Background: an optimization exercise with open tools, aiming at a short achievable clock period and few clock cycles. Do not read the settings as production practice.
At most, simulation tests tie the RTL to the original design; equivalence was not proved.
No functional check of the RTL was part of runs 1 to 3.
No activity file was given, so power comes from the tool's default toggle rates.

## run.sh

```bash
#!/bin/bash
# synth_recipe.tcl (not shown) runs the flow's synth.tcl, then flattens the netlist and writes it again
# the make line also repeats each setting of config.mk as NAME=value (left out here)
make -C /OpenROAD-flow-scripts/flow DESIGN_CONFIG=/design/flow/config.mk WORK_HOME=/design/flow/orfs CLKGATE_MAP_FILE= SYNTH_SCRIPT=/design/flow/synth_recipe.tcl finish
```

## constraint.sdc

```tcl
create_clock -name core_clock -period 13.0 [get_ports {clk}]
set_input_delay 2.6000 -clock core_clock [delete_from_list [all_inputs] [get_ports {clk}]]
set_output_delay 2.6000 -clock core_clock [all_outputs]
set_load 0.01 [all_outputs]
```

## design.v

```verilog
`timescale 1ns / 1ps
`timescale 1ns / 1ps
module ALU(
  input [15:0] Ai, Bi,
  input [5:0] oper,
  input wb, CFi,
  output [15:0] Qo,
  output CF, ZF, SF, VF, HCF, ALU_en
  );
  wire A2 = oper[5], A1 = oper[4], A0 = oper[3], G1 = oper[2], G0 = oper[1], F = oper[0];
  wire xa = A2 & ~A1 & ~A0;
  wire sh = ~A2 & ~A1 & A0;
  wire on = A2 & ~A1 & A0;
  wire nbc = A1 & A0;
  wire c_xor = ~F & xa, c_and = F & xa, c_or = ~F & on, c_nor = F & on;
  wire c_sum = A1, c_shl = ~F & sh, c_shr = F & sh;
  assign ALU_en = A2 | A1 | A0;
  wire [15:0] nb = ({16{A2}} & Bi) ^ {16{nbc}};
  wire cy_rot = sh & G1 & G0;
  wire cin = nbc ^ (CFi & ((F & A1 & ~A0) | cy_rot));
  wire [16:0] s = {1'b0, Ai} + {1'b0, nb} + {16'h0, cin};
  wire [15:0] x = nb ^ Ai;
  wire [16:0] ca = {s[16], s[15:1] ^ x[15:1], cin};
  wire [16:0] c = c_sum ? ca : c_shl ? {Ai, cin} : {16'h0, cin};
  wire arth = sh & ~G1 & G0;
  wire rotate = sh & G1 & ~G0;
  wire sar = arth & (wb ? Ai[7] : Ai[15]);
  wire rot = rotate & ((wb ? c[8] : c[16]) | (Ai[0] & c_shr));
  wire sr = (sar | rot) & c_shr;
  wire [15:0] rin = {sr & ~wb, Ai[15:9], Ai[8] | (sr & wb), Ai[7:1]};
  wire [15:0] q = ({16{c_xor}} & x) | ({16{c_sum}} & s[15:0]) |
                  ({16{c_and}} & (nb & Ai)) | ({16{c_or}} & (nb | Ai)) |
                  ({16{c_nor}} & ~(nb | Ai)) | ({16{c_shl}} & c[15:0]) |
                  ({16{c_shr}} & rin);
  assign Qo = {q[15:1], q[0] | (rot & c_shl)};
  assign CF = (nbc ^ (wb ? c[8] : c[16])) | (Ai[0] & c_shr);
  wire lo_zero = ~|Qo[7:0];
  wire hi_zero = ~|Qo[15:8];
  assign ZF = wb ? lo_zero : (lo_zero & hi_zero);
  assign SF = wb ? Qo[7] : Qo[15];
  assign VF = wb ? (c[8] ^ c[7]) : (c[16] ^ c[15]);
  assign HCF = c[4];
endmodule
`timescale 1ns / 1ps
module REGU(
  input clk, rst,
  input exec,                      
  input [15:0] bus_q, alu_Q, mem_data,
  input [15:0] pc_next,
  input [2:0] idst,
  input twb,
  input titr_dst, tgpr_dst, tss_dst, tds_dst, tcs_dst,
  input ALU_en, awb,
  input mem_wr,                    
  input [2:0] rsel_a,
  input [1:0] rsel_b,
  input [2:0] isrc,
  input titr_src, tgpr_src, imm_src, tss_src, tds_src, tcs_src,
  input [15:0] imm_value,
  output [15:0] out_A, out_B, main_bus,
  output [15:0] PC, V2, ACC,
  output reg [7:0] CS, DS, SS
  );
  reg [7:0] lo_ITR [7:0];
  reg [7:0] hi_ITR [7:0];
  reg [7:0] lo_GPR [7:0];
  reg [7:0] hi_GPR [7:0];
  integer i;
  always @(posedge clk or posedge rst) begin
    if (rst) begin
      for (i = 0; i < 8; i = i + 1) begin
        lo_ITR[i] <= 8'h00; hi_ITR[i] <= 8'h00;
        lo_GPR[i] <= 8'h00; hi_GPR[i] <= 8'h00;
      end
      CS <= 8'hff;
      DS <= 8'hff;
      SS <= 8'hff;
    end
    else begin
      if (exec) begin
        {hi_ITR[7], lo_ITR[7]} <= pc_next;
        if (titr_dst) begin
          if (idst != 3'h7) begin
            lo_ITR[idst] <= bus_q[7:0];
            if (!twb) hi_ITR[idst] <= bus_q[15:8];
          end
        end
        else if (tgpr_dst) begin
          lo_GPR[idst] <= bus_q[7:0];
          if (!twb) hi_GPR[idst] <= bus_q[15:8];
        end
        else begin
          if (tss_dst) SS <= bus_q[7:0];
          if (tds_dst) DS <= bus_q[7:0];
          if (tcs_dst) CS <= bus_q[7:0];
        end
        if (ALU_en) begin
          lo_ITR[3] <= alu_Q[7:0];
          if (!awb) hi_ITR[3] <= alu_Q[15:8];
        end
      end
      if (mem_wr) begin
        lo_ITR[2] <= mem_data[7:0];
        if (!awb) hi_ITR[2] <= mem_data[15:8];
      end
    end
  end
  assign main_bus = ({16{titr_src}} & { hi_ITR[isrc], lo_ITR[isrc] }) |
                    ({16{tgpr_src}} & { hi_GPR[isrc], lo_GPR[isrc] }) |
                    ({16{imm_src}}  & imm_value) |
                    ({16{tss_src}}  & { 8'h00, SS }) |
                    ({16{tds_src}}  & { 8'h00, DS }) |
                    ({16{tcs_src}}  & { 8'h00, CS });
  assign out_A = { hi_ITR[rsel_a], lo_ITR[rsel_a] };
  assign out_B = { hi_ITR[rsel_b], lo_ITR[rsel_b] };
  assign PC = {hi_ITR[7], lo_ITR[7]};
  assign V2 = {hi_ITR[2], lo_ITR[2]};
  assign ACC = {hi_ITR[3], lo_ITR[3]};
endmodule
`timescale 1ns / 1ps
module DEC(
  input [15:0] IRH, IRL,
  input [4:0] flags,
  output ctrlo, aluo, poso, immo,
  output [4:0] pcpos,
  output [2:0] isrc, idst,
  output twb,
  output tgpr_dst, titr_dst, tss_dst, tds_dst, tcs_dst,
  output tgpr_src, titr_src, tss_src, tds_src, tcs_src,
  output [15:0] imm_value,
  output [5:0] alu_opc,
  output [2:0] iscra,
  output [1:0] iscrb,
  output awb,
  output new_carry_flag,
  output pc_write, cs_write
  );
  wire poso1 = ~IRH[15] & ~IRH[14];
  assign ctrlo = ~IRH[15] & IRH[14];
  assign poso = poso1 | (ctrlo & ~IRL[0]);
  assign immo = IRH[15] | (ctrlo & IRL[0]);
  assign aluo = IRH[15] | poso1;
  wire [3:0] ir_flags = IRH[7:4];
  wire hc_temp  = flags[0] & (~ir_flags[3]) & (~ir_flags[2]) & (~ir_flags[1]);
  wire c_temp   = flags[4] & (~ir_flags[3]) & ir_flags[1];
  wire z_temp1  = flags[3] & (~ir_flags[3]) & ir_flags[2];
  wire s_temp   = flags[2] & ir_flags[3]    & (~ir_flags[2]) & (~ir_flags[1]);
  wire v_temp   = flags[1] & ir_flags[3]    & (~ir_flags[2]) & ir_flags[1];
  wire ls_temp  = (flags[1] ^ flags[2])     & ir_flags[3]    & ir_flags[2];
  wire z_temp2  = flags[3] & ir_flags[3]    & ir_flags[2]    & ir_flags[1];
  wire branch_signal = ir_flags[0] ^ (hc_temp | c_temp | z_temp1 | v_temp |
                                      s_temp | ls_temp | z_temp2);
  assign pcpos = ((branch_signal | (~IRH[13])) & poso) ? IRH[12:8] : 5'h0;
  wire bit_D = IRH[3];
  wire bit_18 = IRH[2];
  wire bit_14 = IRL[14];
  assign twb = IRL[10];
  wire pstr_oper = poso, imm_oper = immo;
  assign isrc = bit_D ? {IRH[1:0], IRL[15]} : IRL[13:11];
  assign idst = bit_D ? IRL[13:11] : {IRH[1:0], IRL[15]};
  assign tgpr_src = ({pstr_oper, bit_D, bit_14} == 3'b100);
  assign titr_src = ({pstr_oper, bit_D, bit_18} == 3'b111 ||
                     {pstr_oper, bit_D, bit_14} == 3'b101);
  assign tcs_src  = ({pstr_oper, bit_D, bit_18, IRH[1:0], IRL[15]} == 6'b110100);
  assign tds_src  = ({pstr_oper, bit_D, bit_18, IRH[1:0], IRL[15]} == 6'b110010);
  assign tss_src  = ({pstr_oper, bit_D, bit_18, IRH[1:0], IRL[15]} == 6'b110001);
  assign tgpr_dst = ({pstr_oper, imm_oper, bit_14} == 3'b010 ||
                     {pstr_oper, bit_D, bit_14}    == 3'b110);
  assign titr_dst = ({pstr_oper, imm_oper, bit_14} == 3'b011 ||
                     {pstr_oper, bit_D, bit_14}    == 3'b111 ||
                     {pstr_oper, bit_D, bit_18}    == 3'b101);
  assign tcs_dst  = ({pstr_oper, imm_oper, IRH[1], twb} == 4'b0111 ||
                     {pstr_oper, bit_D, bit_18, IRH[1]} == 4'b1001);
  assign tds_dst  = ({pstr_oper, imm_oper, IRH[1], twb} == 4'b0111 ||
                     {pstr_oper, bit_D, bit_18, IRH[0]} == 4'b1001);
  assign tss_dst  = ({pstr_oper, imm_oper, IRH[1], twb} == 4'b0111 ||
                     {pstr_oper, bit_D, bit_18, IRL[15]} == 4'b1001);
  assign imm_value = {twb ? 8'h00 : {IRH[6:0], IRL[15]},
                      aluo ? IRH[14] : IRL[5], IRH[13:7]};
  assign alu_opc = aluo ? {IRL[8:6], IRL[2:0]} : 6'h0;
  assign iscra = IRL[5:3];
  assign iscrb = IRL[2:1];
  assign awb = IRL[9];
  assign new_carry_flag = IRL[4] ? IRL[3] : flags[4] ^ IRL[3];
  assign pc_write = titr_dst && idst == 3'h7;
  assign cs_write = !titr_dst && !tgpr_dst && tcs_dst;
endmodule
module CPU(
  input clk, rst, ready,
  input [15:0] data_in,
  output reg load, store,
  output reg code_seg, data_seg, stack_seg,
  output alu_wb,
  output [23:0] addr_out,
  output [15:0] data_out
  );
  reg [15:0] IR [1:0];  
  reg [4:0] flags;  
  reg st_H, st_L, st_M, st_B;  
  reg xe;  
  reg [23:0] addr_r;
  reg [15:0] opA, opB, bus_q, npc, dout;
  reg [5:0] alu_opc;
  wire [15:0] rd_A, rd_B, main_bus, alu_Qo, PC, V2, ACC;
  wire [7:0] CS, DS, SS;
  wire ctrlo, aluo, poso, immo, twb, awb, new_carry_flag;
  wire tgpr_dst, titr_dst, tss_dst, tds_dst, tcs_dst;
  wire tgpr_src, titr_src, tss_src, tds_src, tcs_src;
  wire [4:0] pcpos;
  wire [2:0] isrc, idst, iscra;
  wire [1:0] iscrb;
  wire [15:0] imm_value;
  wire [5:0] alu_opc_x;
  wire pc_write, cs_write;
  DEC dec_x(IR[1], IR[0], flags,
    ctrlo, aluo, poso, immo, pcpos, isrc, idst, twb,
    tgpr_dst, titr_dst, tss_dst, tds_dst, tcs_dst,
    tgpr_src, titr_src, tss_src, tds_src, tcs_src,
    imm_value, alu_opc_x, iscra, iscrb, awb, new_carry_flag,
    pc_write, cs_write);
  wire n_ctrlo, n_aluo, n_poso, n_immo, n_twb, n_awb, n_ncf;
  wire n_tgpr_dst, n_titr_dst, n_tss_dst, n_tds_dst, n_tcs_dst;
  wire n_tgpr_src, n_titr_src, n_tss_src, n_tds_src, n_tcs_src;
  wire [4:0] n_pcpos;
  wire [2:0] n_isrc, n_idst, n_iscra;
  wire [1:0] n_iscrb;
  wire [15:0] n_imm_value;
  wire [5:0] n_alu_opc;
  wire n_pc_write, n_cs_write;
  DEC dec_n(IR[1], data_in, flags,
    n_ctrlo, n_aluo, n_poso, n_immo, n_pcpos, n_isrc, n_idst, n_twb,
    n_tgpr_dst, n_titr_dst, n_tss_dst, n_tds_dst, n_tcs_dst,
    n_tgpr_src, n_titr_src, n_tss_src, n_tds_src, n_tcs_src,
    n_imm_value, n_alu_opc, n_iscra, n_iscrb, n_awb, n_ncf,
    n_pc_write, n_cs_write);
  wire CF, ZF, SF, VF, HCF, ALU_en;
  ALU alu(
    opA, opB,
    alu_opc,
    awb, flags[4],
    alu_Qo,
    CF, ZF, SF, VF, HCF, ALU_en
  );
  wire [15:0] pc_next = pc_write ? {twb ? PC[15:8] : bus_q[15:8], bus_q[7:0]} : npc;
  wire [7:0] cs_next = cs_write ? bus_q[7:0] : CS;
  wire mem_wr = st_M & ready & ~IR[0][7];
  REGU regu(
    clk, rst, xe,
    bus_q, alu_Qo, data_in,
    pc_next,
    idst, twb,
    titr_dst, tgpr_dst, tss_dst, tds_dst, tcs_dst,
    ALU_en, awb,
    mem_wr,
    n_iscra, n_iscrb,
    n_isrc,
    n_titr_src, n_tgpr_src, n_immo, n_tss_src, n_tds_src, n_tcs_src,
    n_imm_value,
    rd_A, rd_B, main_bus,
    PC, V2, ACC,
    CS, DS, SS
  );
  wire [15:0] pc_seq = PC + 16'h4;
  wire [15:0] pc_br = PC + {{10{IR[1][12]}}, IR[1][11:8], 2'b00} + 16'h4;
  wire [15:0] pc_pred = |n_pcpos ? pc_br : pc_seq;
  wire n_mem = IR[1][15:14] == 2'b01 && data_in[8];
  wire n_bub = n_pc_write | n_cs_write;
  always @(posedge clk or posedge rst) begin
    if (rst) begin
      IR[1] <= 16'h0; IR[0] <= 16'h0;
      st_H <= 1'b1; st_L <= 1'b0; st_M <= 1'b0; st_B <= 1'b0;
      xe <= 1'b0;
      load <= 1'b0;
      store <= 1'b0;
      code_seg <= 1'b1; data_seg <= 1'b0; stack_seg <= 1'b0;
      addr_r <= 24'hff0000;
      opA <= 16'h0; opB <= 16'h0; bus_q <= 16'h0; npc <= 16'h0; dout <= 16'h0;
      alu_opc <= 6'h0;
    end
    else begin
      xe <= 1'b0;
      if (st_H) begin
        if (ready && load) begin
          IR[1] <= data_in;
          st_H <= 1'b0; st_L <= 1'b1;
          addr_r[15:0] <= addr_r[15:0] + 16'h2;
        end
        else load <= 1'b1;
      end
      if (st_L) begin
        IR[0] <= data_in;
        opA <= rd_A;
        opB <= rd_B;
        bus_q <= main_bus;
        alu_opc <= n_alu_opc;
        npc <= pc_pred;
        dout <= V2;
      end
      if (st_L && ready) begin
        st_L <= 1'b0;
        xe <= 1'b1;
        if (n_mem) begin
          st_M <= 1'b1;
          load <= ~data_in[7];
          store <= data_in[7];
          code_seg <= 1'b0;
          data_seg <= ~data_in[6];
          stack_seg <= data_in[6];
          addr_r <= {data_in[6] ? SS : DS, ACC};
        end
        else begin
          if (n_bub) begin
            st_B <= 1'b1;
            load <= 1'b0;
          end
          else st_H <= 1'b1;
          addr_r <= {CS, pc_pred};
        end
      end
      if ((st_M & ready) | st_B) begin
        st_M <= 1'b0; st_B <= 1'b0; st_H <= 1'b1;
        load <= 1'b1; store <= 1'b0;
        code_seg <= 1'b1; data_seg <= 1'b0; stack_seg <= 1'b0;
        addr_r <= {cs_next, pc_next};
      end
    end
  end
  always @(posedge clk or posedge rst) begin
    if (rst) begin
      flags <= 5'b00000;
    end
    else if (xe) begin
      if (ALU_en) begin
        flags <= {CF, ZF, SF, VF, HCF};
      end
      else if (ctrlo) begin
        flags[4] <= new_carry_flag;
      end
    end
  end
  assign alu_wb = awb;
  assign addr_out = addr_r;
  assign data_out = dout;
endmodule
```

## config.mk

```make
export PLATFORM = sky130hd
export DESIGN_NAME = CPU
export DESIGN_NICKNAME = CPU
export VERILOG_FILES = /design/flow/design.v
export SDC_FILE = /design/flow/constraint.sdc
export NUM_CORES = 4
export LEC_CHECK = 0
export CAP_MARGIN = 20
export CORE_MARGIN = 2
export CORE_UTILIZATION = 40
export SLEW_MARGIN = 20
```

==> results.py, run 1 <==
metrics = {
    "status": {
        "status": "no timing/DRC/antenna violations",
    },
    "critical_path": {
        "crit_type": "in2reg",
        "path_cells": "clkdlybuf4s50_1, mux2_2, buf_4, nor2_1, nand2_1, o21ai_0, a221oi_1, nor2_1",
        "cp-end-kind": "flop",
        "cpPeakStageDelay_ns": 0.72,
        "cp-start-kind": "input pin",
        "required_ns": 13.46,
        "cp_slowest_cell": "clkdlybuf4s50_1",
        "critPathMostFrequentCell": "nor2_1",
        "path_delay_family": "buffers and inverters",
        "cp_num_buf_inv": 2,
        "worst_ep_arrival_time_ns": 5.93,
        "critical_path.max_fanout": 28,
    },
    "cells_and_area": {
        "multi_input_area_um2": 13600,
        "fill_cells": 5930,
        "fin_nets": 2564,
        "drive_above_1_share_pct": 21.1,
        "fin_util_pct": 45.1,
        "syn_to_final_growth_pct": 11.8,
        "seqCellArea_um2": 10900,
        "fin_area_um2": 28400,
        "antenna_cells": 0,
    },
    "sta": {
        "whs_ns": 0.460,
        "layout_setup_ws_ns": 7.53,
        "skew_ns": 0.0274,
        "slew_violations": 0,
        "post-route-min-period_ns": 5.47,
        "setup_tns_ns": 0,
        "tightest_slew_ns": 1.18,
        "post-route-period-util_pct": 42.1,
        "final_hold_viol_count": 0,
        "rsz0062_at_grt": "false",
        "slew_headroom_pct": 21.4,
        "setup_viol": 0,
        "clock.fmax_mhz": 183,
    },
    "power": {
        "powerDensity_nw_per_um2": 282,
        "irDropWorstVdd_v": 0.000130,
        "p_leak_nw": 12.0,
    },
    "logic_synthesis": {
        "synth_cell_types": 90,
        "synthTopCellsByArea": "dfrtp_1, mux2_2, nand2_1, mux4_2, mux2i_1",
        "synthTopCellsByCount": "dfrtp_1, nand2_1, mux2_2, a21oi_1, nor2_1",
        "synth_fp_nets": 2580,
        "async_flop_share_pct": 100,
        "synth_edf_count": 0,
        "ys.flop_type": "dfrtp_1",
        "yosysMostFrequentCell": "dfrtp_1",
        "ys_seq_elements": 432,
        "yosysTopAreaCellShare_pct": 39.2,
        "seq_area_frac_synth_pct": 42.7,
        "syn_avg_cell_area_um2": 10.2,
        "yosys.area.top_type": "dfrtp_1",
        "synthCells": 2499,
        "netlist_area_um2": 25400,
        "yosysWarnings": 8,
    },
    "clock_network": {
        "ctsHoldBuffers": 0,
        "cts_tree": "done",
        "clock_latency_ns": 0.60,
        "clkTransAtPathRegs_ns": 0.06,
        "cts-root-buf": "clkbuf_16",
        "cts_htree_levels": 2,
        "cts_resized": 0,
        "cts_buffers": 49,
        "cts.sinks": 432,
        "clockBufferDepth": 3,
        "cts_setup_buffers": 0,
    },
    "die": {
        "start_util_pct": 40.4,
        "io_pins": 65,
        "die-area_um2": 65600,
        "die_w_um": 256,
        "rows": 92,
        "die_h_um": 256,
        "core_um2": 63000,
    },
    "routing": {
        "ant_nets": 0,
        "viasPerCell": 6.22,
        "dr.pass1.iters": 7,
        "drc": 0,
        "wire_per_inst_um": 26.1,
        "drt-initial-drc-count": 2515,
        "wl_um": 87900,
        "vias": 20921,
    },
    "placed_design": {
        "hpwl_um": 61400,
        "pre_cts_slack_ns": 7.03,
        "place_congestion": 0.941,
        "port_buffers": 64,
        "placed_area_um2": 26800,
    },
    "global_routing": {
        "antenna_found_initial": 2,
        "first_global_vias": 20354,
        "grt_pass1_wl_um": 133000,
        "overflow": 0,
        "grt_max_degree": 189,
        "grt.total_usage_pct": 26.2,
    },
    "flow_run": {
        "max_cap_violations": 0,
    },
    "min_path": {
        "hold_path_class": "reg2reg",
    },
}
[power breakdown]
| group | switching [mW] | internal, mW |
|---|---|---|
| sequential | 0.838 | 1.96 |
| combinational | 2.17 | 1.63 |
| clock | 0.576 | 0.835 |
| total | 3.59 | 4.42 |
[stage by stage]
| step | cells | power, mW |
|---|---|---|
| final | 3363 | 8.00 |
| after detailed placement | 3276 | 6.50 |
| after floorplan | 2499 | 5.10 |
| after global routing | 3363 | 8.43 |
| after CTS | 3361 | 7.93 |
| after global placement | 3276 | 6.40 |
[registers in the layout, indices dropped and copies added, names as in the netlist, 16 cells and up]
signal / flops
regu.hi_GPR: 64
regu.hi_ITR: 64
regu.lo_GPR: 64
regu.lo_ITR: 64
IR: 27
addr_r: 24
bus_q: 16
dout: 16
npc: 16
opA: 16
opB: 16
[routing by layer]
metal,track usage (%),part of all wire [%],up-vias
li1,-,-,9118
met1,36.6,43,10592
met2,40.6,45,1010
met3,3.83,7.8,199
met4,11.3,4.7,2
met5,0,0.013,-
[path summary, 6_finish.rpt]
path | from | end | slack, ns | cells after the start
setup / recovery | data_in[11] | bus_q[1]$_DFFE_PP0P_ | 7.53 | 8
hold / removal | code_seg$_DFFE_PP1P_ | code_seg$_DFFE_PP1P_ | 0.46 | 2
setup reg to reg | alu_opc[3]$_DFFE_PP0P_ | regu.lo_ITR[3][0]$_DFFE_PP0P_ | 7.95 | 13
hold reg to reg | code_seg$_DFFE_PP1P_ | code_seg$_DFFE_PP1P_ | 0.46 | 2
max in group asynchronous | rst | opA[14]$_DFFE_PP0P_ | 8.65 | 4
min in group asynchronous | rst | regu.lo_GPR[4][4]$_DFFE_PP0P_ | 2.58 | 3
[worst register-to-register path, cell delays in order (launching register included)]
cell      delay, ns
dfrtp_1        0.32
buf_4          0.40
nand2_1        0.75
xor2_1         0.43
fa_1           0.53
fa_1           0.53
a211oi_4       0.28
o211ai_2       0.22
a32oi_1        0.41
nand2b_1       0.19
o211ai_1       0.10
a31oi_1        0.39
a21oi_1        0.12
a211o_1        0.27
[cells by family (layout without fill, tap and decap cells)]
family	Yosys count	in the layout	share of synthesized area, %
buffers and inverters	250	268	4.01
multiplexers	430	430	20.6
adder cells (fa/ha/maj)	62	62	3.14
flip-flops	432	432	42.7
AO/OA/AOI/OAI	628	628	15.9
XOR/XNOR	66	66	2.27
AND/OR/NAND/NOR	631	631	11.5
[final cells by class]
class / instances / area share [%]
multi-input cells: 1817 / 47.9
flip-flops and latches: 432 / 38.2
clock buffers: 72 / 5.16
well taps: 846 / 3.73
repair buffers: 109 / 3.54
inverters: 74 / 0.991
clock inverters: 13 / 0.520
[cell usage in the layout, fill, tap and decap left out, types with 45 or more instances in the layout]
master / instances
clkdlybuf4s50_1: 60
mux2_2: 284
o21ai_0: 145
clkbuf_16: 51
mux4_2: 45
nand2_1: 295
ha_1: 59
mux2i_1: 98
a21oi_1: 184
dfrtp_1: 397
nor2_1: 145
inv_1: 72
==> inputs of run 2 (changes only) <==
--- a/config.mk
+++ b/config.mk
@@ -6,6 +6,6 @@
 export NUM_CORES = 4
 export LEC_CHECK = 0
-export CAP_MARGIN = 20
+export CAP_MARGIN = 85
 export CORE_MARGIN = 2
 export CORE_UTILIZATION = 40
-export SLEW_MARGIN = 20
+export SLEW_MARGIN = 85
==> run 2 against run 1 <==
Effect of this change: sequential power up 1%; synthesized cell count unchanged; non-clock buffer count up 352; clock skew down 0.0052 ns; fmax down 44%; first-iteration DRC count down 9.9%; highest routed layer unchanged; combinational power up 52%; critical endpoint is now flags[2]$_DFFE_PP0P_; cell area up 25%; flip-flop and latch count unchanged.
==> results.py, run 2 <==
metrics = {
    "status": {
        "status": "no timing/DRC/antenna violations",
    },
    "flow_run": {
        "max_cap_violations": 0,
    },
    "power": {
        "swShare_pct": 44.2,
        "switchingPower_mw": 4.45,
        "comb_power_share_pct": 57.3,
        "powerDensity_nw_per_um2": 284,
        "irDropWorstVdd_v": 0.000125,
        "seq_power_share_pct": 28.1,
        "p_total_mw": 10.1,
        "clkPwrFrac_pct": 14.6,
        "p_leak_nw": 14.4,
        "internal_power_mw": 5.63,
    },
    "sta": {
        "rsz0062_at_grt": "false",
        "final_hold_viol_count": 0,
        "setup_tns_ns": 0,
        "slew_violations": 0,
        "whs_ns": 0.459,
        "tightest_slew_ns": 0.278,
        "skew_ns": 0.0222,
        "post-route-period-util_pct": 74.8,
        "slew_headroom_pct": 81.5,
        "setup_viol": 0,
        "post-route-min-period_ns": 9.72,
        "clock.fmax_mhz": 103,
    },
    "clock_network": {
        "clockBufferDepth": 3,
        "cts-root-buf": "clkbuf_16",
        "clock_latency_ns": 0.61,
        "cts_resized": 0,
        "clkTransAtPathRegs_ns": 0.06,
        "cts_buffers": 50,
        "cts_setup_buffers": 0,
        "cts_tree": "done",
        "cts_htree_levels": 2,
        "ctsHoldBuffers": 0,
        "cts.sinks": 432,
    },
    "critical_path": {
        "worst_ep_arrival_time_ns": 10.24,
        "critical_path_depth": 31,
        "reg2reg_depth": 31,
        "cp_num_buf_inv": 20,
        "path_delay_family": "buffers and inverters",
        "cpPeakStageDelay_ns": 0.57,
        "critPathMostFrequentCell": "clkdlybuf4s50_1",
        "crit_type": "reg2reg",
        "required_ns": 13.52,
        "cp_slowest_cell": "clkdlybuf4s50_1",
        "critical_path.max_fanout": 18,
        "cp-end-kind": "flop",
        "cp-start-kind": "flop",
    },
    "routing": {
        "dr.pass1.iters": 7,
        "drt-initial-drc-count": 2265,
        "vias": 22889,
        "viasPerCell": 6.15,
        "ant_nets": 0,
        "wire_per_inst_um": 25.5,
        "drc": 0,
        "wl_um": 94800,
    },
    "min_path": {
        "hold_depth": 2,
        "hold_path_class": "reg2reg",
    },
    "logic_synthesis": {
        "async_flop_share_pct": 100,
        "netlist_area_um2": 25400,
        "ys.flop_type": "dfrtp_1",
        "synthTopCellsByArea": "dfrtp_1, mux2_2, nand2_1, mux4_2, mux2i_1",
        "yosysMostFrequentCell": "dfrtp_1",
        "syn_avg_cell_area_um2": 10.2,
        "synth_edf_count": 0,
        "synth_fp_nets": 2580,
        "ys_seq_elements": 432,
        "yosysTopAreaCellShare_pct": 39.2,
        "yosys.area.top_type": "dfrtp_1",
        "synthCells": 2499,
        "yosysWarnings": 8,
        "seq_area_frac_synth_pct": 42.7,
        "synthTopCellsByCount": "dfrtp_1, nand2_1, mux2_2, a21oi_1, nor2_1",
        "synth_cell_types": 90,
    },
    "global_routing": {
        "grt_max_degree": 31,
        "first_global_vias": 22902,
        "antenna_found_initial": 1,
        "grt_pass1_wl_um": 144000,
        "grt.total_usage_pct": 28.3,
        "overflow": 0,
    },
    "cells_and_area": {
        "mostFrequentLayoutCells": "dfrtp_1, mux2_2, nand2_1",
        "drive_above_1_share_pct": 43.1,
        "antenna_cells": 0,
        "fill_cells": 5061,
        "fin_nets": 2917,
        "mostFrequentLayoutCell": "dfrtp_1",
        "fin_util_pct": 56.4,
        "syn_to_final_growth_pct": 39.7,
    },
    "die": {
        "die_h_um": 256,
        "io_pins": 65,
        "rows": 92,
        "die_w_um": 256,
        "die-area_um2": 65600,
        "start_util_pct": 40.4,
        "core_um2": 63000,
    },
    "placed_design": {
        "hpwl_um": 71800,
        "port_buffers": 64,
        "place_congestion": 0.941,
    },
}
[run 2: cell counts after synthesis]
Identical to the previous run, type by type.
[run 2: cell families (layout without fill, tap and decap cells)]
group | after synthesis | count (layout) | share of synthesized area (%)
AO/OA/AOI/OAI | 628 | 628 | 15.9
buffers and inverters | 250 | 628 | 4.01
adder cells (fa/ha/maj) | 62 | 62 | 3.14
flip-flops | 432 | 432 | 42.7
XOR/XNOR | 66 | 66 | 2.27
AND/OR/NAND/NOR | 631 | 631 | 11.5
multiplexers | 430 | 430 | 20.6
[run 2: power by group through the flow]
stage	Clock (mW)	Sequential (mW)	Combinational, mW
after global routing	1.55	2.87	6.11
after detailed placement	0	2.81	5.21
after floorplan	0	2.35	2.76
final	1.47	2.83	5.78
after CTS	1.49	2.79	5.24
after global placement	0	2.76	3.65
[run 2: cell type report]
class                   instances  area [µm²]  area share [%]
clock buffers                  73        1480            4.16
clock inverters                20         228           0.641
inverters                      74         299           0.842
multi-input cells            1817       17000            47.9
flip-flops and latches        432       11100            31.2
well taps                     846        1060            2.98
repair buffers                461        4360            12.3
[run 2: final timing paths]
| kind | from | endpoint | slack [ns] |
|---|---|---|---|
| max | alu_opc[3]$_DFFE_PP0P_ | flags[2]$_DFFE_PP0P_ | 3.28 |
| min | code_seg$_DFFE_PP1P_ | code_seg$_DFFE_PP1P_ | 0.46 |
| max reg2reg | alu_opc[3]$_DFFE_PP0P_ | flags[2]$_DFFE_PP0P_ | 3.28 |
| min reg2reg | code_seg$_DFFE_PP1P_ | code_seg$_DFFE_PP1P_ | 0.46 |
| max in group asynchronous | rst | regu.hi_ITR[2][6]$_DFF_PP0_ | 9.23 |
| min in group asynchronous | rst | IR[1][11]$_DFFE_PP0P_ | 2.37 |
[run 2: stage by stage]
stage	setup WS [ns]	instances	area [µm²]
after floorplan	4.59	2499	25400
after global placement	7.11	3276	26800
after detailed placement	6.57	3587	32700
after CTS	6.49	3680	34400
after global routing	3.02	3723	35500
final	3.28	3723	35500
[run 2: layer usage]
metal	routed length, µm	up-vias	track usage [%]
li1	-	9857	-
met1	38400	11636	37.9
met2	43200	1119	43.8
met3	7240	275	4.38
met4	5920	2	16.1
met5	13	-	0
[run 2: worst register-to-register path: cells and delay by family (launching register included)]
family | cells | cell delay (ns)
AOI/OAI and AO/OA | 5 | 1.01
xor gates and xnor gates | 1 | 0.18
adders and majority gates | 1 | 0.28
buffers and inverters | 20 | 7.22
DFF | 1 | 0.39
muxes | 1 | 0.27
and+or+nand+nor | 3 | 0.26
==> inputs of run 3 (changes only) <==
--- a/config.mk
+++ b/config.mk
@@ -6,6 +6,7 @@
 export NUM_CORES = 4
 export LEC_CHECK = 0
-export CAP_MARGIN = 85
+export CAP_MARGIN = 60
 export CORE_MARGIN = 2
-export CORE_UTILIZATION = 40
-export SLEW_MARGIN = 85
+export CORE_UTILIZATION = 55
+export SETUP_SLACK_MARGIN = 5
+export SLEW_MARGIN = 60
==> run 3 against run 2 <==
Effect of this change: clock skew increased by 0.0011 ns; still clean on timing, DRC and antenna; synthesized cell count unchanged; hold slack improved by 0.0016 ns; die area decreased by 27%; largest cell class unchanged; utilization increased by 6.6 points; first-iteration DRC count increased by 16%; sequential power decreased by 2%; largest power group unchanged; critical path type is now in2reg; critical endpoint is now bus_q[1]$_DFFE_PP0P_.
==> results.py, run 3 <==
metrics = {
    "routing": {
        "ant_nets": 0,
        "drt-initial-drc-count": 2618,
        "wl_um": 87900,
        "wire_per_inst_um": 27.9,
        "viasPerCell": 6.72,
        "dr.pass1.iters": 8,
        "drc": 0,
        "vias": 21170,
    },
    "clock_network": {
        "cts_buffers": 49,
        "cts_setup_buffers": 0,
        "cts_htree_levels": 2,
        "cts_tree": "done",
        "ctsHoldBuffers": 0,
        "cts-root-buf": "clkbuf_16",
        "cts_resized": 0,
        "cts.sinks": 432,
        "clockBufferDepth": 3,
        "clock_latency_ns": 0.60,
        "clkTransAtPathRegs_ns": 0.06,
    },
    "die": {
        "io_pins": 65,
        "core_um2": 45500,
        "die_w_um": 219,
        "rows": 78,
        "start_util_pct": 55.9,
        "die-area_um2": 47900,
        "die_h_um": 219,
    },
    "logic_synthesis": {
        "yosys.area.top_type": "dfrtp_1",
        "netlist_area_um2": 25400,
        "yosysMostFrequentCell": "dfrtp_1",
        "yosysWarnings": 8,
        "yosysTopAreaCellShare_pct": 39.2,
        "seq_area_frac_synth_pct": 42.7,
        "synthTopCellsByCount": "dfrtp_1, nand2_1, mux2_2, a21oi_1, nor2_1",
        "syn_avg_cell_area_um2": 10.2,
        "synth_edf_count": 0,
        "ys.flop_type": "dfrtp_1",
        "async_flop_share_pct": 100,
        "synth_fp_nets": 2580,
        "synthTopCellsByArea": "dfrtp_1, mux2_2, nand2_1, mux4_2, mux2i_1",
        "synthCells": 2499,
        "synth_cell_types": 90,
        "ys_seq_elements": 432,
    },
    "sta": {
        "tightest_slew_ns": 0.631,
        "slew_violations": 0,
        "rsz0062_at_grt": "false",
        "post-route-min-period_ns": 5.00,
        "skew_ns": 0.0233,
        "slew_headroom_pct": 57.9,
        "whs_ns": 0.461,
        "post-route-period-util_pct": 38.4,
        "final_hold_viol_count": 0,
        "clock.fmax_mhz": 200,
        "setup_viol": 0,
        "setup_tns_ns": 0,
    },
    "placed_design": {
        "place_congestion": 0.939,
        "dp_cells": 3047,
        "port_buffers": 64,
        "hpwl_um": 62200,
    },
    "critical_path": {
        "cp_slowest_cell": "clkdlybuf4s50_1",
        "crit_type": "in2reg",
        "r2r_slack_ns": 8.48,
        "reg2reg_depth": 13,
        "path_delay_family": "buffers and inverters",
        "cpPeakStageDelay_ns": 0.77,
        "cp-start-kind": "input pin",
        "crit_start": "data_in[11]",
        "crit_end": "bus_q[1]$_DFFE_PP0P_",
        "critical_path_depth": 11,
        "worst_ep_arrival_time_ns": 5.48,
        "critPathMostFrequentCell": "nor2_1",
        "cp-end-kind": "flop",
        "r2r-end": "flags[3]$_DFFE_PP0P_",
        "cp_num_buf_inv": 3,
        "path_cells": "clkdlybuf4s50_1, mux2_2, buf_6, nor2_1, buf_4, a22oi_1, nor2_1, a221oi_1, o22ai_1, a221oi_1, nor2_1",
        "required_ns": 13.48,
        "critical_path.max_fanout": 47,
        "rr_startpoint": "alu_opc[4]$_DFFE_PP0P_",
    },
    "power": {
        "p_leak_nw": 12.3,
        "powerDensity_nw_per_um2": 283,
        "irDropWorstVdd_v": 0.000211,
        "p_total_mw": 8.12,
    },
    "cells_and_area": {
        "drive_above_1_share_pct": 23.3,
        "syn_to_final_growth_pct": 12.8,
        "fill_cells": 3788,
        "mostFrequentLayoutCells": "dfrtp_1, nand2_1, mux2_2",
        "fin_nets": 2586,
        "mostFrequentLayoutCell": "dfrtp_1",
        "stdcell_count": 3148,
        "fin_util_pct": 63.0,
    },
    "min_path": {
        "hold_path_class": "reg2reg",
        "hold_depth": 2,
    },
    "flow_run": {
        "max_cap_violations": 0,
    },
    "global_routing": {
        "grt_pass1_wl_um": 134000,
        "grt.total_usage_pct": 37.3,
        "antenna_found_initial": 7,
        "grt_max_degree": 71,
        "first_global_vias": 20604,
        "overflow": 0,
    },
    "status": {
        "status": "no timing/DRC/antenna violations",
    },
}
run 3: stage by stage:
step	area (µm²)	setup slack, ns
after floorplan	25400	4.59
final	28700	8.00
after CTS	28500	8.04
after global routing	28700	7.85
after global placement	26500	7.07
after detailed placement	26900	7.42
run 3: where the power goes:
group	switching (mW)	internal, mW	leakage [nW]
combinational	2.27	1.67	6.02
sequential	0.814	1.96	5.43
clock	0.587	0.821	0.805
total	3.67	4.45	12.3
run 3: cell families (layout without fill, tap and decap cells):
| kind of cell | count (synthesis) | count (layout) | share of synthesized area [%] |
|---|---|---|---|
| simple gates | 631 | 631 | 11.5 |
| other cells | 0 | 3 | 0 |
| fa+ha+maj | 62 | 62 | 3.14 |
| buf+inv | 250 | 296 | 4.01 |
| mux | 430 | 430 | 20.6 |
| xor+xnor | 66 | 66 | 2.27 |
| compound gates | 628 | 628 | 15.9 |
| flops | 432 | 432 | 42.7 |
run 3: tightest hold or removal path, cell delays in order, from the launching register on:
cell     delay (ns)
dfstp_2        0.37
nand2_1        0.05
nand2_1        0.04
run 3: area by class of cell:
cell class / instances / area (µm²) / share of cell area (%)
inverters: 74 / 282 / 0.982
repair buffers: 131 / 1300 / 4.54
multi-input cells: 1817 / 13800 / 48.2
diodes: 3 / 7.51 / 0.0262
well taps: 600 / 751 / 2.62
clock buffers: 73 / 1470 / 5.12
clock inverters: 18 / 163 / 0.567
flip-flops and latches: 432 / 10900 / 37.9
run 3: how the worst min path moves through the flow:
stage                                             start                            end  slack (ns)
final                              code_seg$_DFFE_PP1P_           code_seg$_DFFE_PP1P_        0.46
after global routing               code_seg$_DFFE_PP1P_           code_seg$_DFFE_PP1P_        0.49
after CTS                          code_seg$_DFFE_PP1P_           code_seg$_DFFE_PP1P_        0.47
after detailed placement           code_seg$_DFFE_PP1P_           code_seg$_DFFE_PP1P_        0.46
after global placement             code_seg$_DFFE_PP1P_           code_seg$_DFFE_PP1P_        0.45
after floorplan           regu.lo_GPR[4][1]$_DFFE_PP0P_  regu.lo_GPR[4][1]$_DFFE_PP0P_        0.45
run 3: metal layers:
| metal | wire, µm | GRT usage, % |
|---|---|---|
| met3 | 7940 | 8.32 |
| met5 | 57 | 0 |
| met4 | 3460 | 14.0 |
| met1 | 37400 | 52.7 |
| met2 | 39100 | 56.4 |
==> inputs of run 4 (changes only) <==
--- a/design.v
+++ b/design.v
@@ -1,10 +1,10 @@
 `timescale 1ns / 1ps
 `timescale 1ns / 1ps
-module ALU(
-  input [15:0] Ai, Bi,
-  input [5:0] oper,
-  input wb, CFi,
-  output [15:0] Qo,
-  output CF, ZF, SF, VF, HCF, ALU_en
+module ALU_DEC(
+  input [5:0] oper,  
+  input CFi,
+  output b_en, notb, cin,
+  output c_xor, c_and, c_or, c_nor, c_sum, c_shl, c_shr, arth, rotate,
+  output ALU_en
   );
   wire A2 = oper[5], A1 = oper[4], A0 = oper[3], G1 = oper[2], G0 = oper[1], F = oper[0];
@@ -12,17 +12,30 @@
   wire sh = ~A2 & ~A1 & A0;
   wire on = A2 & ~A1 & A0;
-  wire nbc = A1 & A0;
-  wire c_xor = ~F & xa, c_and = F & xa, c_or = ~F & on, c_nor = F & on;
-  wire c_sum = A1, c_shl = ~F & sh, c_shr = F & sh;
+  assign b_en = A2;
+  assign notb = A1 & A0;
+  assign c_xor = ~F & xa;
+  assign c_and = F & xa;
+  assign c_or = ~F & on;
+  assign c_nor = F & on;
+  assign c_sum = A1;
+  assign c_shl = ~F & sh;
+  assign c_shr = F & sh;
+  assign arth = sh & ~G1 & G0;
+  assign rotate = sh & G1 & ~G0;
+  assign cin = notb ^ (CFi & ((F & A1 & ~A0) | (sh & G1 & G0)));
   assign ALU_en = A2 | A1 | A0;
-  wire [15:0] nb = ({16{A2}} & Bi) ^ {16{nbc}};
-  wire cy_rot = sh & G1 & G0;
-  wire cin = nbc ^ (CFi & ((F & A1 & ~A0) | cy_rot));
+endmodule
+module ALU(
+  input [15:0] Ai, nb,  
+  input cin, notb,
+  input c_xor, c_and, c_or, c_nor, c_sum, c_shl, c_shr, arth, rotate,
+  input wb,
+  output [15:0] Qo,
+  output CF, ZF, SF, VF, HCF
+  );
   wire [16:0] s = {1'b0, Ai} + {1'b0, nb} + {16'h0, cin};
   wire [15:0] x = nb ^ Ai;
   wire [16:0] ca = {s[16], s[15:1] ^ x[15:1], cin};
   wire [16:0] c = c_sum ? ca : c_shl ? {Ai, cin} : {16'h0, cin};
-  wire arth = sh & ~G1 & G0;
-  wire rotate = sh & G1 & ~G0;
   wire sar = arth & (wb ? Ai[7] : Ai[15]);
   wire rot = rotate & ((wb ? c[8] : c[16]) | (Ai[0] & c_shr));
@@ -34,5 +47,5 @@
                   ({16{c_shr}} & rin);
   assign Qo = {q[15:1], q[0] | (rot & c_shl)};
-  assign CF = (nbc ^ (wb ? c[8] : c[16])) | (Ai[0] & c_shr);
+  assign CF = (notb ^ (wb ? c[8] : c[16])) | (Ai[0] & c_shr);
   wire lo_zero = ~|Qo[7:0];
   wire hi_zero = ~|Qo[15:8];
@@ -200,7 +213,10 @@
   reg xe;  
   reg [23:0] addr_r;
-  reg [15:0] opA, opB, bus_q, npc, dout;
-  reg [5:0] alu_opc;
-  wire [15:0] rd_A, rd_B, main_bus, alu_Qo, PC, V2, ACC;
+  reg [15:0] dout;
+  reg wb_out;
+  reg [15:0] opA, opNB, npc;
+  reg [23:0] nxa;  
+  reg q_notb, q_cin, q_xor, q_and, q_or, q_nor, q_sum, q_shl, q_shr, q_arth, q_rot, q_alu_en;
+  wire [15:0] rd_A, rd_B, bus_q, alu_Qo, PC, V2, ACC;
   wire [7:0] CS, DS, SS;
   wire ctrlo, aluo, poso, immo, twb, awb, new_carry_flag;
@@ -234,11 +250,15 @@
     n_imm_value, n_alu_opc, n_iscra, n_iscrb, n_awb, n_ncf,
     n_pc_write, n_cs_write);
-  wire CF, ZF, SF, VF, HCF, ALU_en;
+  wire n_b_en, n_notb, n_cin, n_xor, n_and, n_or, n_nor, n_sum, n_shl, n_shr, n_arth, n_rot, n_alu_en;
+  ALU_DEC alu_dec(n_alu_opc, flags[4],
+    n_b_en, n_notb, n_cin, n_xor, n_and, n_or, n_nor, n_sum, n_shl, n_shr, n_arth, n_rot,
+    n_alu_en);
+  wire CF, ZF, SF, VF, HCF;
   ALU alu(
-    opA, opB,
-    alu_opc,
-    awb, flags[4],
+    opA, opNB, q_cin, q_notb,
+    q_xor, q_and, q_or, q_nor, q_sum, q_shl, q_shr, q_arth, q_rot,
+    awb,
     alu_Qo,
-    CF, ZF, SF, VF, HCF, ALU_en
+    CF, ZF, SF, VF, HCF
   );
   wire [15:0] pc_next = pc_write ? {twb ? PC[15:8] : bus_q[15:8], bus_q[7:0]} : npc;
@@ -251,11 +271,11 @@
     idst, twb,
     titr_dst, tgpr_dst, tss_dst, tds_dst, tcs_dst,
-    ALU_en, awb,
+    q_alu_en, awb,
     mem_wr,
     n_iscra, n_iscrb,
-    n_isrc,
-    n_titr_src, n_tgpr_src, n_immo, n_tss_src, n_tds_src, n_tcs_src,
-    n_imm_value,
-    rd_A, rd_B, main_bus,
+    isrc,
+    titr_src, tgpr_src, immo, tss_src, tds_src, tcs_src,
+    imm_value,
+    rd_A, rd_B, bus_q,
     PC, V2, ACC,
     CS, DS, SS
@@ -275,9 +295,13 @@
       code_seg <= 1'b1; data_seg <= 1'b0; stack_seg <= 1'b0;
       addr_r <= 24'hff0000;
-      opA <= 16'h0; opB <= 16'h0; bus_q <= 16'h0; npc <= 16'h0; dout <= 16'h0;
-      alu_opc <= 6'h0;
+      dout <= 16'h0; wb_out <= 1'b0;
+      opA <= 16'h0; opNB <= 16'h0; npc <= 16'h0; nxa <= 24'h0;
+      q_notb <= 1'b0; q_cin <= 1'b0; q_xor <= 1'b0; q_and <= 1'b0; q_or <= 1'b0;
+      q_nor <= 1'b0; q_sum <= 1'b0; q_shl <= 1'b0; q_shr <= 1'b0; q_arth <= 1'b0;
+      q_rot <= 1'b0; q_alu_en <= 1'b0;
     end
     else begin
       xe <= 1'b0;
+      if (xe) nxa <= {cs_next, pc_next};
       if (st_H) begin
         if (ready && load) begin
@@ -291,9 +315,11 @@
         IR[0] <= data_in;
         opA <= rd_A;
-        opB <= rd_B;
-        bus_q <= main_bus;
-        alu_opc <= n_alu_opc;
+        opNB <= ({16{n_b_en}} & rd_B) ^ {16{n_notb}};
+        q_notb <= n_notb; q_cin <= n_cin; q_xor <= n_xor; q_and <= n_and; q_or <= n_or;
+        q_nor <= n_nor; q_sum <= n_sum; q_shl <= n_shl; q_shr <= n_shr; q_arth <= n_arth;
+        q_rot <= n_rot; q_alu_en <= n_alu_en;
         npc <= pc_pred;
         dout <= V2;
+        if (n_mem) wb_out <= data_in[9];
       end
       if (st_L && ready) begin
@@ -322,5 +348,5 @@
         load <= 1'b1; store <= 1'b0;
         code_seg <= 1'b1; data_seg <= 1'b0; stack_seg <= 1'b0;
-        addr_r <= {cs_next, pc_next};
+        addr_r <= xe ? {cs_next, pc_next} : nxa;
       end
     end
@@ -331,5 +357,5 @@
     end
     else if (xe) begin
-      if (ALU_en) begin
+      if (q_alu_en) begin
         flags <= {CF, ZF, SF, VF, HCF};
       end
@@ -339,5 +365,5 @@
     end
   end
-  assign alu_wb = awb;
+  assign alu_wb = wb_out;
   assign addr_out = addr_r;
   assign data_out = dout;
--- a/config.mk
+++ b/config.mk
@@ -6,7 +6,7 @@
 export NUM_CORES = 4
 export LEC_CHECK = 0
-export CAP_MARGIN = 60
+export CAP_MARGIN = 20
 export CORE_MARGIN = 2
-export CORE_UTILIZATION = 55
-export SETUP_SLACK_MARGIN = 5
-export SLEW_MARGIN = 60
+export CORE_UTILIZATION = 65
+export PLACE_DENSITY_LB_ADDON = 0.1
+export SLEW_MARGIN = 20
==> run 4 against run 3 <==
Effect of this change: clock skew grew 0.0049 ns; sequential power is 3% higher; sequential share of layout area is 2.0 points higher; clock power hardly changed; synthesized area rose by 1.6%; critical endpoint is now addr_r[12]$_DFFE_PP0P_; largest cell class unchanged; largest power group unchanged.
==> results.py, run 4 <==
metrics = {
    "clock_network": {
        "clockBufferDepth": 3,
        "clkTransAtPathRegs_ns": 0.06,
        "cts_setup_buffers": 0,
        "cts.sinks": 448,
        "cts_resized": 0,
        "cts_tree": "done",
        "ctsHoldBuffers": 0,
        "cts_htree_levels": 2,
        "clock_latency_ns": 0.60,
        "cts_buffers": 47,
        "cts-root-buf": "clkbuf_16",
    },
    "global_routing": {
        "grt_max_degree": 185,
        "first_global_vias": 22550,
        "grt.total_usage_pct": 43.5,
        "antenna_found_initial": 1,
        "overflow": 0,
        "grt_pass1_wl_um": 137000,
    },
    "logic_synthesis": {
        "synthTopCellsByArea": "dfrtp_1, nand2_1, o21ai_0, a21oi_1, nor2_1",
        "yosysTopAreaCellShare_pct": 40.1,
        "synth_cell_types": 91,
        "seq_area_frac_synth_pct": 43.6,
        "synth_edf_count": 0,
        "async_flop_share_pct": 100,
        "synthCells": 2878,
        "yosys.area.top_type": "dfrtp_1",
        "yosysWarnings": 8,
        "synthTopCellsByCount": "nand2_1, dfrtp_1, nor2_1, o21ai_0, a21oi_1",
        "ys_seq_elements": 448,
        "ys.flop_type": "dfrtp_1",
        "synth_fp_nets": 2959,
        "yosysMostFrequentCell": "nand2_1",
        "syn_avg_cell_area_um2": 8.97,
        "netlist_area_um2": 25800,
    },
    "cells_and_area": {
        "syn_to_final_growth_pct": 9.35,
        "mostFrequentLayoutCell": "nand2_1",
        "fin_nets": 2904,
        "fin_area_um2": 28200,
        "drive_above_1_share_pct": 10.3,
        "antenna_cells": 0,
        "mostFrequentLayoutCells": "nand2_1, dfrtp_1, nor2_1",
    },
    "sta": {
        "slew_violations": 0,
        "clock.fmax_mhz": 205,
        "post-route-min-period_ns": 4.89,
        "setup_viol": 0,
        "setup_tns_ns": 0,
        "rsz0062_at_grt": "false",
        "slew_headroom_pct": 18.6,
        "post-route-period-util_pct": 37.6,
        "skew_ns": 0.0282,
        "layout_setup_ws_ns": 8.11,
        "tightest_slew_ns": 1.22,
        "final_hold_viol_count": 0,
    },
    "routing": {
        "drt-initial-drc-count": 3396,
        "dr.pass1.iters": 8,
        "viasPerCell": 6.98,
        "wire_per_inst_um": 26.3,
        "wl_um": 89100,
        "drc": 0,
        "ant_nets": 0,
        "vias": 23644,
    },
    "min_path": {
        "hold_path_class": "reg2reg",
        "holdCritStartpoint": "code_seg$_DFFE_PP1P_",
    },
    "critical_path": {
        "cp-end-kind": "flop",
        "required_ns": 13.51,
        "crit_type": "in2reg",
        "rr_startpoint": "IR[1][3]$_DFFE_PP0P_",
        "cp-start-kind": "input pin",
        "critical_path.max_fanout": 23,
        "crit_start": "ready",
        "worst_ep_arrival_time_ns": 5.40,
        "r2r_slack_ns": 8.28,
    },
    "die": {
        "start_util_pct": 65.4,
        "rows": 73,
        "core_um2": 39500,
        "die-area_um2": 41300,
        "io_pins": 65,
        "die_h_um": 203,
        "die_w_um": 203,
    },
    "power": {
        "p_total_mw": 8.79,
        "p_leak_nw": 12.1,
        "irDropWorstVdd_v": 0.000176,
        "powerDensity_nw_per_um2": 311,
    },
    "placed_design": {
        "port_buffers": 64,
        "pre_cts_slack_ns": 7.56,
        "place_congestion": 1.01,
        "placed_area_um2": 26600,
        "hpwl_um": 61900,
    },
    "status": {
        "status": "no timing/DRC/antenna violations",
    },
    "flow_run": {
        "max_cap_violations": 0,
    },
}
-- run 4: cell types whose count changed in the layout (fill, tap and decap cells not counted), sizes merged, moves of 45 or more --
cell	previous run	this run
nand2	298	424
nand3	40	85
a21oi	184	241
nor2	154	278
mux2	284	56
o21ai	152	264
-- run 4: power by group --
part / leakage, nW / switching (mW) / internal (mW)
registers: 5.64 / 0.804 / 2.03
logic: 5.68 / 2.88 / 1.64
clock network: 0.817 / 0.589 / 0.845
-- run 4: area by class of cell --
cell class              instances  area (µm²)
inverters                      81         308
flip-flops and latches        448       11300
well taps                     525         657
clock inverters                18         256
repair buffers                107         982
multi-input cells            2138       13400
fillers                      3081       11200
clock buffers                  69        1390
-- run 4: kinds of logic after synthesis --
| family | Yosys count | synth area share (%) |
|---|---|---|
| AOI/OAI and AO/OA | 886 | 22.0 |
| and+or+nand+nor | 967 | 16.3 |
| buffers and inverters | 292 | 4.75 |
| muxes | 173 | 8.52 |
| xor gates and xnor gates | 50 | 1.70 |
| adders and majority gates | 62 | 3.09 |
| DFF | 448 | 43.6 |
-- run 4: path summary, 6_finish.rpt --
check | depth (start not counted) | end
min reg2reg | 2 | code_seg$_DFFE_PP1P_
max reg2reg | 10 | addr_r[11]$_DFFE_PP0P_
max in group asynchronous | 4 | regu.hi_GPR[4][4]$_DFFE_PP0P_
min in group asynchronous | 2 | opA[8]$_DFFE_PP0P_
max | 9 | addr_r[12]$_DFFE_PP0P_
min | 2 | code_seg$_DFFE_PP1P_
-- run 4: metrics by stage --
stage / utilization (%) / std cells / hold WS [ns]
floorplan: - / 2878 / 0.442
global placement: 67.3 / 3299 / 0.446
detailed placement: 67.4 / 3299 / 0.454
CTS: 71.5 / 3386 / 0.466
global route: 71.6 / 3386 / 0.495
finish: 71.6 / 3386 / 0.461
-- run 4: critical path: stages --
cell	delay (ns)
clkdlybuf4s50_1	0.56
nand3_1	0.68
nor3_1	0.64
nand3_1	0.23
nor2_1	0.19
xor2_1	0.17
a21oi_1	0.09
o21a_1	0.12
mux2i_1	0.12
-- run 4: layer usage --
| layer | vias to the layer above | routed length, µm | GRT usage (%) |
|---|---|---|---|
| met1 | 11517 | 33800 | 59.5 |
| met5 | - | 0 | 0 |
| met4 | 0 | 5600 | 24.2 |
| met2 | 1631 | 39300 | 65.3 |
| met3 | 274 | 10400 | 9.01 |
| li1 | 10222 | - | - |
Testbench counts of run 4, summed over its fixed seeds: cycles 26,244.
==> inputs of run 5 (changes only) <==
--- a/config.mk
+++ b/config.mk
@@ -6,7 +6,7 @@
 export NUM_CORES = 4
 export LEC_CHECK = 0
-export CAP_MARGIN = 20
+export CAP_MARGIN = 60
 export CORE_MARGIN = 2
-export CORE_UTILIZATION = 65
-export PLACE_DENSITY_LB_ADDON = 0.1
-export SLEW_MARGIN = 20
+export CORE_UTILIZATION = 55
+export SETUP_SLACK_MARGIN = 5
+export SLEW_MARGIN = 60
==> run 5 against run 4 <==
Effect of this change: critical path depth shrank 2; first-iteration DRC count shrank 16%; count of clock-buffer cells in the layout grew 8; cell area grew 3.2%; via count shrank 2.2%.
==> results.py, run 5 <==
metrics = {
    "routing": {
        "drt-initial-drc-count": 2849,
        "wire_per_inst_um": 26.5,
        "vias": 23127,
        "drc": 0,
        "ant_nets": 0,
        "viasPerCell": 6.60,
        "dr.pass1.iters": 7,
        "wl_um": 92600,
    },
    "min_path": {
        "hold_path_class": "reg2reg",
        "holdCritStartpoint": "code_seg$_DFFE_PP1P_",
    },
    "sta": {
        "final_hold_viol_count": 0,
        "post-route-min-period_ns": 4.57,
        "slew_headroom_pct": 58.7,
        "post-route-period-util_pct": 35.1,
        "setup_viol": 0,
        "setup_tns_ns": 0,
        "rsz0062_at_grt": "false",
        "slew_violations": 0,
        "clock.fmax_mhz": 219,
        "skew_ns": 0.0268,
        "tightest_slew_ns": 0.617,
    },
    "cells_and_area": {
        "drive_above_1_share_pct": 13.8,
        "mostFrequentLayoutCell": "nand2_1",
        "stdcell_count": 3502,
        "fill_cells": 4056,
        "mostFrequentLayoutCells": "nand2_1, dfrtp_1, nor2_1",
        "syn_to_final_growth_pct": 12.9,
        "fin_nets": 2931,
    },
    "logic_synthesis": {
        "ys.flop_type": "dfrtp_1",
        "yosysWarnings": 8,
        "synth_cell_types": 91,
        "netlist_area_um2": 25800,
        "synthCells": 2878,
        "synthTopCellsByCount": "nand2_1, dfrtp_1, nor2_1, o21ai_0, a21oi_1",
        "async_flop_share_pct": 100,
        "yosysMostFrequentCell": "nand2_1",
        "yosys.area.top_type": "dfrtp_1",
        "synth_fp_nets": 2959,
        "yosysTopAreaCellShare_pct": 40.1,
        "syn_avg_cell_area_um2": 8.97,
        "synthTopCellsByArea": "dfrtp_1, nand2_1, o21ai_0, a21oi_1, nor2_1",
        "synth_edf_count": 0,
        "ys_seq_elements": 448,
        "seq_area_frac_synth_pct": 43.6,
    },
    "critical_path": {
        "cp-start-kind": "input pin",
        "crit_type": "in2reg",
        "worst_ep_arrival_time_ns": 5.04,
        "critical_path.max_fanout": 12,
        "crit_start": "data_in[0]",
        "rr_startpoint": "IR[1][3]$_DFFE_PP0P_",
        "cp-end-kind": "flop",
        "required_ns": 13.48,
    },
    "die": {
        "die_w_um": 221,
        "start_util_pct": 55.6,
        "die-area_um2": 48700,
        "rows": 79,
        "die_h_um": 221,
        "core_um2": 46500,
        "io_pins": 65,
    },
    "power": {
        "clkPwrFrac_pct": 16.6,
        "internal_power_mw": 4.65,
        "comb_power_share_pct": 52.4,
        "switchingPower_mw": 4.34,
        "swShare_pct": 48.3,
        "seq_power_share_pct": 31.0,
        "irDropWorstVdd_v": 0.000177,
        "powerDensity_nw_per_um2": 309,
        "p_leak_nw": 12.4,
    },
    "placed_design": {
        "place_congestion": 0.992,
        "port_buffers": 64,
        "hpwl_um": 65100,
        "dp_cells": 3401,
    },
    "clock_network": {
        "clock_latency_ns": 0.62,
        "cts_resized": 0,
        "cts_setup_buffers": 0,
        "ctsHoldBuffers": 0,
        "cts.sinks": 448,
        "cts_tree": "done",
        "cts_htree_levels": 2,
        "cts-root-buf": "clkbuf_16",
        "cts_buffers": 50,
        "clockBufferDepth": 3,
        "clkTransAtPathRegs_ns": 0.06,
    },
    "global_routing": {
        "grt_max_degree": 73,
        "grt_pass1_wl_um": 139000,
        "grt.total_usage_pct": 38.3,
        "overflow": 0,
        "first_global_vias": 22053,
        "antenna_found_initial": 2,
    },
    "status": {
        "status": "no timing/DRC/antenna violations",
    },
    "flow_run": {
        "max_cap_violations": 0,
    },
}
run 5: per-stage QoR:
step / hold slack [ns] / cell area, µm² / power, mW / utilization, % / setup slack (ns)
floorplan: 0.442 / 25800 / 5.57 / - / 4.37
global placement: 0.447 / 26700 / 7.10 / 57.6 / 7.29
detailed placement: 0.453 / 27200 / 7.33 / 58.6 / 7.62
CTS: 0.463 / 29000 / 8.84 / 62.3 / 8.28
global route: 0.494 / 29100 / 9.48 / 62.7 / 8.33
finish: 0.464 / 29100 / 8.99 / 62.7 / 8.43
run 5: critical path: stages:
cell and delay, ns:
clkdlybuf4s50_1 0.60, a21o_1 0.29, a21oi_1 0.42, nand2_2 0.33, a2111oi_1 0.53, o21a_1 0.21, mux2i_1 0.06
run 5: logic make-up (layout without fill, tap and decap cells):
kind of cell | count (synthesis) | after routing | share of synthesized area (%)
adder cells (fa/ha/maj) | 62 | 62 | 3.09
AND/OR/NAND/NOR | 967 | 967 | 16.3
AO/OA/AOI/OAI | 886 | 886 | 22.0
other | 0 | 3 | 0
XOR/XNOR | 50 | 50 | 1.70
multiplexers | 173 | 173 | 8.52
buffers and inverters | 292 | 306 | 4.75
flip-flops | 448 | 448 | 43.6
run 5: final timing paths:
path,endpoint,slack (ns),cells after the start
hold reg to reg,code_seg$_DFFE_PP1P_,0.46,2
hold / removal,code_seg$_DFFE_PP1P_,0.46,2
min in group asynchronous,opA[10]$_DFFE_PP0P_,2.49,3
setup / recovery,addr_r[12]$_DFFE_PP0P_,8.43,7
max in group asynchronous,regu.DS[4]$_DFFE_PP1P_,9.23,6
setup reg to reg,addr_r[11]$_DFFE_PP0P_,8.71,11
run 5: power by group through the flow:
stage	combinational, mW	sequential, mW	clock [mW]
3_3_place_gp	4.37	2.73	0
5_1_grt	5.09	2.84	1.55
2_1_floorplan	3.12	2.45	0
6_report	4.72	2.79	1.49
4_1_cts	4.60	2.74	1.51
3_5_place_dp	4.57	2.76	0
run 5: routing by layer:
layer	share of wire [%]	wire length, µm	vias up	global-route usage, %
met5	0	0	-	0
met4	5.4	5000	0	19.1
met3	9.2	8480	248	8.27
met2	45	41500	1113	57.9
met1	41	37600	11479	52.4
li1	-	-	10287	-
run 5: final cells by class:
type / count / area, µm² / share of cell area, %
multi-input combinational: 2138 / 13800 / 47.3
sequential: 448 / 11300 / 38.7
clock buffer: 77 / 1510 / 5.19
timing repair buffer: 131 / 1290 / 4.44
tap: 607 / 759 / 2.61
inverter: 81 / 310 / 1.06
clock inverter: 17 / 215 / 0.738
antenna: 3 / 7.51 / 0.0258
==> inputs of run 6 (changes only) <==
==> flow/run.sh (new file) <==
#!/bin/bash
# Own layout flow: the standard flow, with two changes to how cells are
# chosen after synthesis:
#  - every input and output port is buffered with sky130_fd_sc_hd__buf_4
#    (the standard flow lets the resizer pick the port buffer, and it picks a
#    delay cell, clkdlybuf4s50_1);
#  - the delay cells (clkdlybuf4s*, dlygate*, dlymetal*) are kept out of the
#    resizer's buffering, so long wires are not repaired with delay cells.
# Synthesis is the standard synthesis, run unchanged.
set -euo pipefail
bash standard.sh synth > flow_synth.log 2>&1
export DONT_USE_CELLS="sky130_fd_sc_hd__clkdlybuf4s15_1 sky130_fd_sc_hd__clkdlybuf4s15_2 sky130_fd_sc_hd__clkdlybuf4s18_1 sky130_fd_sc_hd__clkdlybuf4s18_2 sky130_fd_sc_hd__clkdlybuf4s25_1 sky130_fd_sc_hd__clkdlybuf4s25_2 sky130_fd_sc_hd__clkdlybuf4s50_1 sky130_fd_sc_hd__clkdlybuf4s50_2 sky130_fd_sc_hd__dlygate4sd1_1 sky130_fd_sc_hd__dlygate4sd2_1 sky130_fd_sc_hd__dlygate4sd3_1 sky130_fd_sc_hd__dlymetal6s2s_1 sky130_fd_sc_hd__dlymetal6s4s_1 sky130_fd_sc_hd__dlymetal6s6s_1"
export BUFFER_PORTS_ARGS="-buffer_cell sky130_fd_sc_hd__buf_4"
bash standard.sh > flow_layout.log 2>&1
==> standard.sh (new file) <==
#!/bin/bash
# synth_recipe.tcl (not shown) runs the flow's synth.tcl, then flattens the netlist and writes it again
# the make line also repeats each setting of config.mk as NAME=value (left out here)
make -C /OpenROAD-flow-scripts/flow DESIGN_CONFIG=/design/flow/config.mk WORK_HOME=/design/flow/orfs CLKGATE_MAP_FILE= SYNTH_SCRIPT=/design/flow/synth_recipe.tcl "${@:-finish}"
removed: run.sh
==> run 6 against run 5 <==
Effect of this change: still clean on timing, DRC and antenna; via count fell by 0.50%; sequential power barely moved; highest routed layer unchanged; critical endpoint is now addr_r[11]$_DFFE_PP0P_; register-to-register slack barely moved; routed wire length fell by 1.9%.
==> results.py, run 6 <==
metrics = {
    "status": {
        "status": "no timing/DRC/antenna violations",
    },
    "power": {
        "irDropWorstVdd_v": 0.000180,
        "p_leak_nw": 12.5,
        "powerDensity_nw_per_um2": 309,
        "p_total_mw": 8.99,
    },
    "cells_and_area": {
        "mostFrequentLayoutCells": "nand2_1, dfrtp_1, nor2_1",
        "mostFrequentLayoutCell": "nand2_1",
        "drive_above_1_share_pct": 15.9,
        "stdcell_count": 3496,
        "fin_nets": 2927,
        "fin_area_um2": 29100,
    },
    "critical_path": {
        "cp_slowest_cell": "buf_4",
        "worst_ep_arrival_time_ns": 4.79,
        "cp-end-kind": "flop",
        "r2r_slack_ns": 8.70,
        "cp_num_buf_inv": 3,
        "path_cells": "buf_4, mux2i_4, buf_4, buf_4, mux2i_1, o2bb2ai_1, a221oi_1, o311a_2, a21oi_1, a211o_1, a32o_1",
        "crit_start": "IR[1][3]$_DFFE_PP0P_",
        "cpPeakStageDelay_ns": 0.52,
        "critical_path_depth": 11,
        "critPathMostFrequentCell": "buf_4",
        "cp-start-kind": "flop",
        "required_ns": 13.50,
    },
    "die": {
        "io_pins": 65,
        "core_um2": 46500,
        "rows": 79,
        "start_util_pct": 55.6,
    },
    "logic_synthesis": {
        "synth_edf_count": 0,
        "yosysTopAreaCellShare_pct": 40.1,
        "synth_cell_types": 91,
        "async_flop_share_pct": 100,
        "ys_seq_elements": 448,
        "synthCells": 2878,
        "yosysMostFrequentCell": "nand2_1",
        "syn_avg_cell_area_um2": 8.97,
        "ys.flop_type": "dfrtp_1",
        "seq_area_frac_synth_pct": 43.6,
        "synthTopCellsByArea": "dfrtp_1, nand2_1, o21ai_0, a21oi_1, nor2_1",
        "yosysWarnings": 8,
        "netlist_area_um2": 25800,
    },
    "clock_network": {
        "clkTransAtPathRegs_ns": 0.07,
        "clockBufferDepth": 3,
        "cts_tree": "done",
        "cts_resized": 0,
        "cts_buffers": 50,
        "cts.sinks": 448,
        "clock_latency_ns": 0.62,
    },
    "placed_design": {
        "dp_cells": 3392,
        "placed_area_um2": 27100,
        "place_congestion": 0.976,
        "hpwl_um": 64600,
    },
    "min_path": {
        "hold_depth": 2,
        "hold_end": "code_seg$_DFFE_PP1P_",
        "holdCritStartpoint": "code_seg$_DFFE_PP1P_",
    },
    "global_routing": {
        "grt.total_usage_pct": 37.8,
        "grt_pass1_wl_um": 138000,
        "grt_max_degree": 75,
        "overflow": 0,
    },
    "sta": {
        "slew_violations": 0,
        "clock.fmax_mhz": 233,
        "post-route-min-period_ns": 4.30,
        "setup_viol": 0,
        "tightest_slew_ns": 0.618,
        "slew_headroom_pct": 58.8,
        "skew_ns": 0.0228,
        "final_hold_viol_count": 0,
        "setup_tns_ns": 0,
    },
    "routing": {
        "wire_per_inst_um": 26.0,
        "drt-initial-drc-count": 2574,
        "viasPerCell": 6.58,
    },
    "flow_run": {
        "max_cap_violations": 0,
    },
}
run 6: changes by cell type in the layout (fill, tap and decap cells not counted), moves of 3 or more:
| cell | before | now |
|---|---|---|
| clkbuf_1 | 12 | 9 |
| nor2_1 | 266 | 262 |
| bufinv_16 | 4 | 7 |
| buf_8 | 5 | 2 |
| buf_4 | 49 | 107 |
| clkdlybuf4s50_1 | 61 | 0 |
| nor2_4 | 9 | 14 |
| nor3_4 | 6 | 10 |
| clkbuf_8 | 14 | 11 |
run 6: area by class of cell:
cell class / count / area, µm²
clock buffers: 70 / 1450
multi-input cells: 2138 / 13800
well taps: 607 / 759
flip-flops and latches: 448 / 11300
inverters: 81 / 310
fillers: 3980 / 17400
repair buffers: 127 / 1130
diodes: 3 / 7.51
clock inverters: 22 / 313
run 6: metal layers:
| layer | up-vias | share of wire, % | GRT usage, % |
|---|---|---|---|
| met4 | 0 | 5.2 | 19.6 |
| met2 | 1112 | 44 | 56.2 |
| met3 | 200 | 8.7 | 6.68 |
| li1 | 10283 | - | - |
| met1 | 11416 | 42 | 53.0 |
| met5 | - | 0 | 0 |
run 6: logic make-up after synthesis:
family	after synthesis	synth area share, %
compound gates	886	22.0
flops	448	43.6
simple gates	967	16.3
xor+xnor	50	1.70
mux	173	8.52
fa+ha+maj	62	3.09
buf+inv	292	4.75
run 6: worst max path at each step:
stage / slack, ns / endpoint
floorplan: 4.37 / IR[0][0]$_DFFE_PP0P_
global placement: 7.91 / regu.lo_ITR[3][5]$_DFFE_PP0P_
detailed placement: 8.26 / opA[6]$_DFFE_PP0P_
CTS: 8.79 / addr_r[11]$_DFFE_PP0P_
global route: 8.51 / addr_r[11]$_DFFE_PP0P_
finish: 8.70 / addr_r[11]$_DFFE_PP0P_
run 6: worst min-delay path, delay by kind of cell (launching register included):
kind          cells  cell delay (ns)
flops             1             0.37
simple gates      2             0.10
run 6: report_power, final:
part           internal (mW)  switching [mW]  total, mW
registers               2.04           0.742       2.78
clock network          0.918           0.611       1.53
logic                   1.72            2.96       4.68
run 6: metrics by stage:
step           setup slack (ns)  util [%]
6_report                   8.70      62.6
2_1_floorplan              4.37         -
5_1_grt                    8.51      62.5
3_5_place_dp               8.26      58.3
4_1_cts                    8.79      62.1
3_3_place_gp               7.91      57.1

Check on run 6: ideal ports give 8.703 ns setup slack; a clkbuf_16 on the clock port and buf_2 on the inputs give 8.703 ns; moving port delays by the midpoint clock arrival (0.667 ns) as well gives 8.129 ns.
